This is an optimization exercise on Yosys and OpenROAD, whose aim is small area, a short achievable clock period and few clock cycles, not a production implementation. Only simulation tests tie the RTL to the original design; equivalence was not proved. Power and IR drop assume default switching activity.

== v59 ==
## ahb_lite_fir_filter
module ahb_lite_fir_filter(
    input logic clk,
    input logic n_rst,
    input logic hsel,
    input logic [3:0] haddr,
    input logic hsize,
    input logic [1:0] htrans,
    input logic hwrite,
    input logic [15:0] hwdata,
    output logic [15:0] hrdata,
    output logic hresp
);
    logic        wr_q;           
    logic [3:0]  a_q;
    logic        sz_q;
    logic [13:4][7:0] regs;      
    logic [7:1]  reg14;          
    logic        busy, err;
    logic [15:0] fir_out;
    logic [16:0] r_q;
    logic [3:1]  nz_q;
    logic [13:4] be;
    assign hresp = hsel & ((hwrite & ((haddr <= 4'd3) | (haddr == 4'd15)))
                         | (~hwrite & (haddr == 4'd15)));
    always_comb begin
        for (int i = 4; i <= 13; i++)
            be[i] = wr_q & (a_q[3:1] == i[3:1]) & (sz_q | (a_q[0] == i[0]));
    end
    wire be14 = wr_q & (a_q == 4'd14);
    wire start_sample = be[4] | be[5];
    wire start_load = be14 & hwdata[0];
    always_ff @(posedge clk, negedge n_rst) begin
        if (!n_rst) begin
            wr_q <= 1'b0;
            a_q <= '0;
            sz_q <= 1'b0;
            for (int i = 4; i <= 13; i++) regs[i] <= '0;
            reg14 <= '0;
        end else begin
            wr_q <= hsel & (htrans != 2'b00) & hwrite & ~hresp;
            a_q <= haddr;
            sz_q <= hsize;
            for (int i = 4; i <= 13; i++)
                if (be[i]) regs[i] <= i[0] ? hwdata[15:8] : hwdata[7:0];
            if (be14) reg14 <= hwdata[0] ? 7'd0 : hwdata[7:1];
        end
    end
    magnitude mag_u(.in(r_q), .nz(nz_q), .out(fir_out));
    logic [7:0] rb [0:15];
    always_comb begin
        rb[0] = {7'd0, busy};
        rb[1] = {7'd0, err};
        rb[2] = fir_out[7:0];
        rb[3] = fir_out[15:8];
        for (int i = 4; i <= 13; i++) rb[i] = regs[i];
  ...
Size: about 2,500 cells after synthesis, about 320 flip-flops, ~44 I/O pins.
Settings: LEC_CHECK=0, ABC_AREA=1, CAP_MARGIN=30, CORE_MARGIN=2, CORE_UTILIZATION=55, CTS_CLUSTER_DIAMETER=100, CTS_CLUSTER_SIZE=25, SETUP_SLACK_MARGIN=5, SLEW_MARGIN=30, TNS_END_PERCENT=100; clock period 10.0 ns.
run.sh (not shown) runs the stock make flow with config.mk's settings and CLKGATE_MAP_FILE= SYNTH_SCRIPT=/design/flow/synth_recipe.tcl, a recipe that flattens the netlist after the stock synthesis.
v59 reached the final stage; the timing, DRC and antenna checks on its layout passed.
Testbench counts of v59, summed over its fixed seeds: cycles 2,696.
The inputs of v17 differ from those of v59 as listed below.
==> flow/flow/run.sh (new file) <==
#!/bin/bash
set -euo pipefail
bash standard.sh \
    "BUFFER_PORTS_ARGS=-buffer_cell sky130_fd_sc_hd__buf_2" \
    MATCH_CELL_FOOTPRINT=0 \
    SETUP_SLACK_MARGIN=5.2 \
    finish > orfs_make.log 2>&1
==> flow/standard.sh (new file) <==
#!/bin/bash
# synth_recipe.tcl (not shown) runs the flow's synth.tcl, then flattens the netlist and writes it again
# the make line also repeats each setting of config.mk as NAME=value (left out here)
make -C /OpenROAD-flow-scripts/flow DESIGN_CONFIG=/design/flow/config.mk WORK_HOME=/design/flow/orfs CLKGATE_MAP_FILE= SYNTH_SCRIPT=/design/flow/synth_recipe.tcl "${@:-finish}"
removed: flow/run.sh
[summary]
Highest metal layer used by the detailed router = met5: v17; highest metal layer used by the detailed router = met4: v59. Taking v17 as 1.0, v59 lands at 0.932 on count of routing violations after the opening detailed-route iteration. Between v59 and v17, the number of non-filler instances in the completed layout figures differ only marginally. v17 ended up with a higher share of the final layout cell area in multi-input gates than v59 did. Going from v59 to v17, final area -about 0.55%, fraction of area in clock buffers and inverters higher, via count went up 151. Number of buffers and inverters on the critical path came out exactly the same in v59 and v17. v17 ends up with a post-route fraction of the period consumed by the critical path that is 1.5 points lower than in v59. Comparing v17 with v59, the number of cells after detailed placement came out essentially unchanged. Against v59 as the reference, v17 delivers a higher half-perimeter wire length after placement.
### v17 -> v31
==> flow/flow/run.sh <==
#!/bin/bash
set -euo pipefail
bash standard.sh \
    "BUFFER_PORTS_ARGS=-buffer_cell sky130_fd_sc_hd__buf_1" \
    MATCH_CELL_FOOTPRINT=0 \
    SETUP_SLACK_MARGIN=5.3 \
    finish > orfs_make.log 2>&1
--- outcome ---
- Number of placement rows: v17 vs v31 identical
- | internal power component | v31 vs v17 | ≈ equal |
- v17 → v31: total power saw little to no change; number of combinational gates with multiple inputs shows no meaningful change; wire length shows an increase of 1600 um.
- Summary of v31 over v17: worst-margin pin slew moved up; met3 track demand over resource moved up.
- Summary of the comparison: fraction of final layout cells sized beyond drive strength 1 is lower in v31, relative to v17.
- Uppermost metal layer occupied by signal nets = met5: v17; uppermost metal layer occupied by signal nets = met4: v31
- Worst hold slack essentially unchanged between v17 and v31.
--- input diff v31..v49 ---
--- a/flow/flow/run.sh
+++ b/flow/flow/run.sh
@@ -3,3 +3,3 @@
 bash standard.sh \
-    "BUFFER_PORTS_ARGS=-buffer_cell sky130_fd_sc_hd__buf_1" \
+    "BUFFER_PORTS_ARGS=-buffer_cell sky130_fd_sc_hd__buf_2" \
     MATCH_CELL_FOOTPRINT=0 \
--- outcome ---
The number of buffers added to fix hold violations after cts of v49 and that of v31 are within noise of each other. Total routing usage reported by global routing: v49 vs v31, no meaningful difference. From v31 to v49 the numbers moved as follows: non-filler instance count after layout dropped 21; proportion of cell area occupied by registers climbed 0.31 points; overall power consumption barely changed; number of nets in the final layout dropped 0.53%. In the reports for v49 and v31, the smaller switching component of the power belongs to v49.
For v12, these inputs were changed with respect to v49:
--- a/flow/flow/run.sh
+++ b/flow/flow/run.sh
@@ -5,3 +5,3 @@
     MATCH_CELL_FOOTPRINT=0 \
-    SETUP_SLACK_MARGIN=5.3 \
+    SETUP_SLACK_MARGIN=5.5 \
     finish > orfs_make.log 2>&1
Notes after the runs:
v12 | status: complete | timing, DRC, antenna: pass. Going from v49 to v12, share of power burned in combinational logic shows an increase of 1.0 points; non-clock buffer count shows an increase of 48; sequential share of layout area shows a reduction of 0.97 points; global-route wire length before repair shows a reduction of 730 um. In the tables for v49 and v12, worst setup margin reads lower with v49. Switching part of the total: v12 vs v49 up 0.73 points. v12 -> v49: count of inserted antenna diode cells delta 0, exact match. Taking v49 as 1.0, v12 lands at 1.3 on number of clock buffer instances in the layout. Taking v49 as the reference point, the global-route track usage on met2 of v12 falls by 0.92 points. Summary: with v49 as the reference, power density of the placed cells in v12 moved down slightly.
## Diff of input files: v36 against v12
# v12
export LEC_CHECK = 0
export ABC_AREA = 1
export CAP_MARGIN = 30
export CORE_MARGIN = 2
export CORE_UTILIZATION = 55
export CTS_CLUSTER_DIAMETER = 100
export CTS_CLUSTER_SIZE = 25
export SETUP_SLACK_MARGIN = 5
export SLEW_MARGIN = 30
export TNS_END_PERCENT = 100
create_clock -name core_clock -period 10.0 [get_ports {clk}]
# v36
export LEC_CHECK = 0
export CAP_MARGIN = 30
export CORE_MARGIN = 2
export CORE_UTILIZATION = 55
export CTS_CLUSTER_DIAMETER = 100
export CTS_CLUSTER_SIZE = 25
export SETUP_SLACK_MARGIN = 5
export SLEW_MARGIN = 30
export TNS_END_PERCENT = 100
create_clock -name core_clock -period 10.0 [get_ports {clk}]
--- a/flow/flow/run.sh
+++ b/flow/flow/run.sh
@@ -5,3 +5,3 @@
     MATCH_CELL_FOOTPRINT=0 \
-    SETUP_SLACK_MARGIN=5.5 \
+    SETUP_SLACK_MARGIN=5.3 \
     finish > orfs_make.log 2>&1
[summary]
The utilization after layout of v36 is lower than that of v12. Compared to v12, v36 has critical path depth 16 higher. v12 → v36: total wirelength of the detailed-routed design saw an increase; path depth of the worst reg2reg path went up; multi-input gate share of total cell area went up. Per the comparison of v36 with v12, measured slew at the worst slew-check pin shrank by 0.031 ns; cell row count grew by 1.

* * *

Setup of JK:
Another version of the RTL of ahb_lite_fir_filter (not shown whole).
Size in the first run: roughly 320 flip-flops, ~44 I/O pins, about 22000 sq um of cells after synthesis.
// ahb_lite_fir_filter
module ahb_lite_fir_filter(
    input logic clk,
    input logic n_rst,
    input logic hsel,
    input logic [3:0] haddr,
    input logic hsize,
    input logic [1:0] htrans,
    input logic hwrite,
    input logic [15:0] hwdata,
    output logic [15:0] hrdata,
    output logic hresp
);
Settings: LEC_CHECK=0, CAP_MARGIN=30, CORE_MARGIN=2, CORE_UTILIZATION=40, SETUP_SLACK_MARGIN=5, SLEW_MARGIN=30, TNS_END_PERCENT=100; clock period 10.0 ns.
Stock flow here: none of the scripts above is used.
Testbench counts of JK, summed over its fixed seeds: cycles 2,696.
Input changes introduced in MS (baseline for comparison: JK):
- CTS_CLUSTER_SIZE now 30, previously not set
- CTS_CLUSTER_DIAMETER now 100, previously not set
- CORE_UTILIZATION now 55, was 40
## What came out
MS vs JK: utilization after layout up in MS. Summary of MS over JK: worst slack on hold paths saw an increase; tap cell instance count moved down; buffering stage count on the worst path with inverters included climbed 1; share of synthesized cell area in and, or, nand and nor gates now sits at about the same level; highest fanout seen on the critical path moved down. JK has a lower met2 layer wire length in the routed design than MS. MS vs JK: final period demand of the worst path down in MS.

* * *

== build 25 ==
Another version of the RTL of ahb_lite_fir_filter (not shown whole).
For scale: roughly 2400 cells after synthesis, roughly 330 flip-flops, roughly 44 I/O pins, ~21000 um^2 of cells after synthesis.
==> flow/config.mk <==
export PLATFORM = sky130hd
export DESIGN_NAME = ahb_lite_fir_filter
export DESIGN_NICKNAME = ahb_lite_fir_filter
export VERILOG_FILES = /design/flow/design.v
export SDC_FILE = /design/flow/constraint.sdc
export NUM_CORES = 4
export LEC_CHECK = 0
export ABC_AREA = 1
export CAP_MARGIN = 30
export CORE_MARGIN = 2
export CORE_UTILIZATION = 55
export CTS_CLUSTER_DIAMETER = 100
export CTS_CLUSTER_SIZE = 25
export SETUP_SLACK_MARGIN = 5
export SLEW_MARGIN = 30
export TNS_END_PERCENT = 100
==> flow/constraint.sdc <==
create_clock -name core_clock -period 10.0 [get_ports {clk}]
set_input_delay 2.0000 -clock core_clock [delete_from_list [all_inputs] [get_ports {clk}]]
set_output_delay 2.0000 -clock core_clock [all_outputs]
set_load 0.01 [all_outputs]
standard.sh (not shown) runs the stock make flow with config.mk's settings and CLKGATE_MAP_FILE= SYNTH_SCRIPT=/design/flow/synth_recipe.tcl, a recipe that flattens the netlist after the stock synthesis.
==> flow/flow/run.sh <==
#!/bin/bash
# The standard layout (the standard.sh) with these changes:
#  - synthesis is synth_recipe.tcl unchanged except that ABC maps the logic
#    with flow/abc.script (more area recovery) instead of ORFS's abc script;
#    registers are untouched (ABC runs without -dff),
#  - port buffers are buf_2 cells instead of the delay buffers buffer_ports
#    picks by default,
#  - timing repair may resize a cell to one with a different footprint,
set -euo pipefail
work=$PWD
{
    head -n 1 synth_recipe.tcl
    echo "proc abc {args} { set i [lsearch -exact \$args -script]; if {\$i >= 0} { lset args [expr {\$i + 1}] $work/flow/abc.script }; yosys abc {*}\$args }"
    tail -n +2 synth_recipe.tcl
} > synth_custom.tcl
bash standard.sh \
    "SYNTH_SCRIPT=$work/synth_custom.tcl" \
    "BUFFER_PORTS_ARGS=-buffer_cell sky130_fd_sc_hd__buf_2" \
    MATCH_CELL_FOOTPRINT=0 \
    SETUP_SLACK_MARGIN=5.3 \
    finish > orfs_make.log 2>&1
==> flow/flow/abc.script <==
strash
dch -f
map -a
strash
dch -f
map -a
topo
stime -c
buffer -c
upsize -c
dnsize -c
Build 25 went all the way through synthesis, placement and routing and the layout is clean on timing, DRC and antenna.
Testbench counts of build 25, summed over its fixed seeds: cycles 2,696.
Modified inputs, build 62 compared to build 25
diff --git a/flow/config.mk b/flow/config.mk
--- a/flow/config.mk
+++ b/flow/config.mk
@@ -9,5 +9,5 @@
 export CAP_MARGIN = 30
 export CORE_MARGIN = 2
-export CORE_UTILIZATION = 55
+export CORE_UTILIZATION = 48
 export CTS_CLUSTER_DIAMETER = 100
 export CTS_CLUSTER_SIZE = 25
Notes after the runs:
- Build 62: done, clean on timing, DRC and antenna
- Build 62 against build 25: clock-buffer cell count picked up an extra 1; portion of the clock cycle consumed by the worst path in the final layout decreased by 0.20 points relative to the old numbers; non-clock buffer instance count of the final layout decreased 16.
For build 95, these inputs were changed with respect to build 62:
diff --git a/flow/config.mk b/flow/config.mk
--- a/flow/config.mk
+++ b/flow/config.mk
@@ -9,5 +9,5 @@
 export CAP_MARGIN = 30
 export CORE_MARGIN = 2
-export CORE_UTILIZATION = 48
+export CORE_UTILIZATION = 62
 export CTS_CLUSTER_DIAMETER = 100
 export CTS_CLUSTER_SIZE = 25
==> comparison <==
Build 95 and build 62 all finish clean. Build 62 vs build 95, last element of the critical path: hrdata[11] vs hresp. sky130_fd_sc_hd__a32o_1 as the standard cell with the maximum stage delay on the critical path was reported by build 95, and sky130_fd_sc_hd__dfrtp_1 by build 62. Final standard cell count with taps included and fillers excluded (build 95 vs. build 62) decreases by a few percent. Compared with build 62, in build 95 met1 routed wirelength after detailed routing went down about 9%, setup slack went down 0.024 ns, final routed wirelength across all metal layers went down about 2.2%.
Modified inputs, build 20 compared to build 95
==> flow/flow/run.sh <==
#!/bin/bash
set -euo pipefail
bash standard.sh \
    "BUFFER_PORTS_ARGS=-buffer_cell sky130_fd_sc_hd__buf_2" \
    MATCH_CELL_FOOTPRINT=0 \
    SETUP_SLACK_MARGIN=5.3 \
    finish > orfs_make.log 2>&1
diff --git a/flow/config.mk b/flow/config.mk
--- a/flow/config.mk
+++ b/flow/config.mk
@@ -9,5 +9,5 @@
 export CAP_MARGIN = 30
 export CORE_MARGIN = 2
-export CORE_UTILIZATION = 62
+export CORE_UTILIZATION = 55
 export CTS_CLUSTER_DIAMETER = 100
 export CTS_CLUSTER_SIZE = 25
removed: flow/flow/abc.script
## What came out
Re met2 track demand over resource in global routing: build 95 was higher than build 20. The area added between synthesis and finish in build 20 was lower than what build 95 gave. Diff build 20..build 95 | remaining routing DRC violations | negligible. Multiplexer fraction of the synthesized cell area (lower): build 95. Summary of the comparison: total power is higher in build 20, relative to build 95. Relative to build 95, global routing usage on met1 has gone down in build 20. Build 95 → build 20: worst-case setup margin in the final layout higher, fraction of area in registers lower. Build 20 ends up with a routed length per placed instance that is 4.1% lower than in build 95. Non-clock buffer count delta for build 20 relative to build 95: 3 lower. | parity-gate share of the synthesized area counting xor and xnor cells | build 20 vs build 95 | ≈ equal |.
[inputs] build 90 vs build 20
diff --git a/flow/config.mk b/flow/config.mk
--- a/flow/config.mk
+++ b/flow/config.mk
@@ -9,5 +9,5 @@
 export CAP_MARGIN = 30
 export CORE_MARGIN = 2
-export CORE_UTILIZATION = 55
+export CORE_UTILIZATION = 62
 export CTS_CLUSTER_DIAMETER = 100
 export CTS_CLUSTER_SIZE = 25
## What came out
Build 90 ended up with sky130_fd_sc_hd__a32o_2 as its slowest cell on the critical path; build 20 ended up with sky130_fd_sc_hd__nor3_4. Looking at final weighted congestion in routability-driven placement, build 90 sits 3.0% above build 20. Core utilization: build 90 > build 20. Summary of build 90 over build 20: area growth from synthesis to final layout went down; total power went down; overall routing resource usage went up; achievable frequency did not really move. In build 90 relative to build 20, count of clock-net buffers in the final layout had gone down by more than 10%. Worst hold slack of build 20 is on par with build 90.

==> re-timing with driven ports <==
How much do the figures lean on ideal ports? The routed layouts below were timed once more, with nothing changed but the port constraints. Step 1, drivers: a clkbuf_16 drives clk and a buf_2 each remaining input, both assumed. Step 2 times the ports against the registers' clock, not the clock port: input delays grow and output delays shrink by t, the midpoint of the rising clock arrivals with the driver on. a / b / c = ideal / step 1 / step 2; a / b = the first two.
| run | t, ns | setup WS [ns] | worst setup path after step 2 | cell pins on the clock port's net |
|---|---|---|---|---|
| v59 | 0.605 | 5.067 / 5.025 / 5.046 | input to output | 1 |
| v17 | 0.609 | 5.217 / 5.185 / 5.185 | input to output | 1 |
| v31 | 0.605 | 5.221 / 5.190 / 5.190 | input to output | 1 |
| v49 | 0.593 | 5.218 / 5.186 / 5.186 | input to output | 1 |
| v12 | 0.603 | 5.246 / 5.213 / 5.213 | input to output | 1 |
| v36 | 0.589 | 5.308 / 5.308 / 5.308 | register to register | 1 |
| JK | 0.630 | 4.851 / 4.793 / 5.130 | input to output | 1 |
| MS | 0.593 | 5.035 / 4.976 / 5.134 | input to output | 1 |
| build 25 | 0.610 | 5.320 / 5.261 / 5.336 | input to output | 1 |
| build 62 | 0.608 | 5.340 / 5.286 / 5.317 | input to output | 1 |
| build 95 | 0.604 | 5.316 / 5.280 / 5.293 | input to output | 1 |
| build 20 | 0.615 | 5.345 / 5.284 / 5.323 | input to output | 1 |
| build 90 | 0.589 | 5.343 / 5.312 / 5.321 | input to output | 1 |
After both steps every run listed still meets setup and hold. For v12, which loses most, drivers alone change the setup slack by -0.033 ns; drivers and shift together by -0.033 ns.
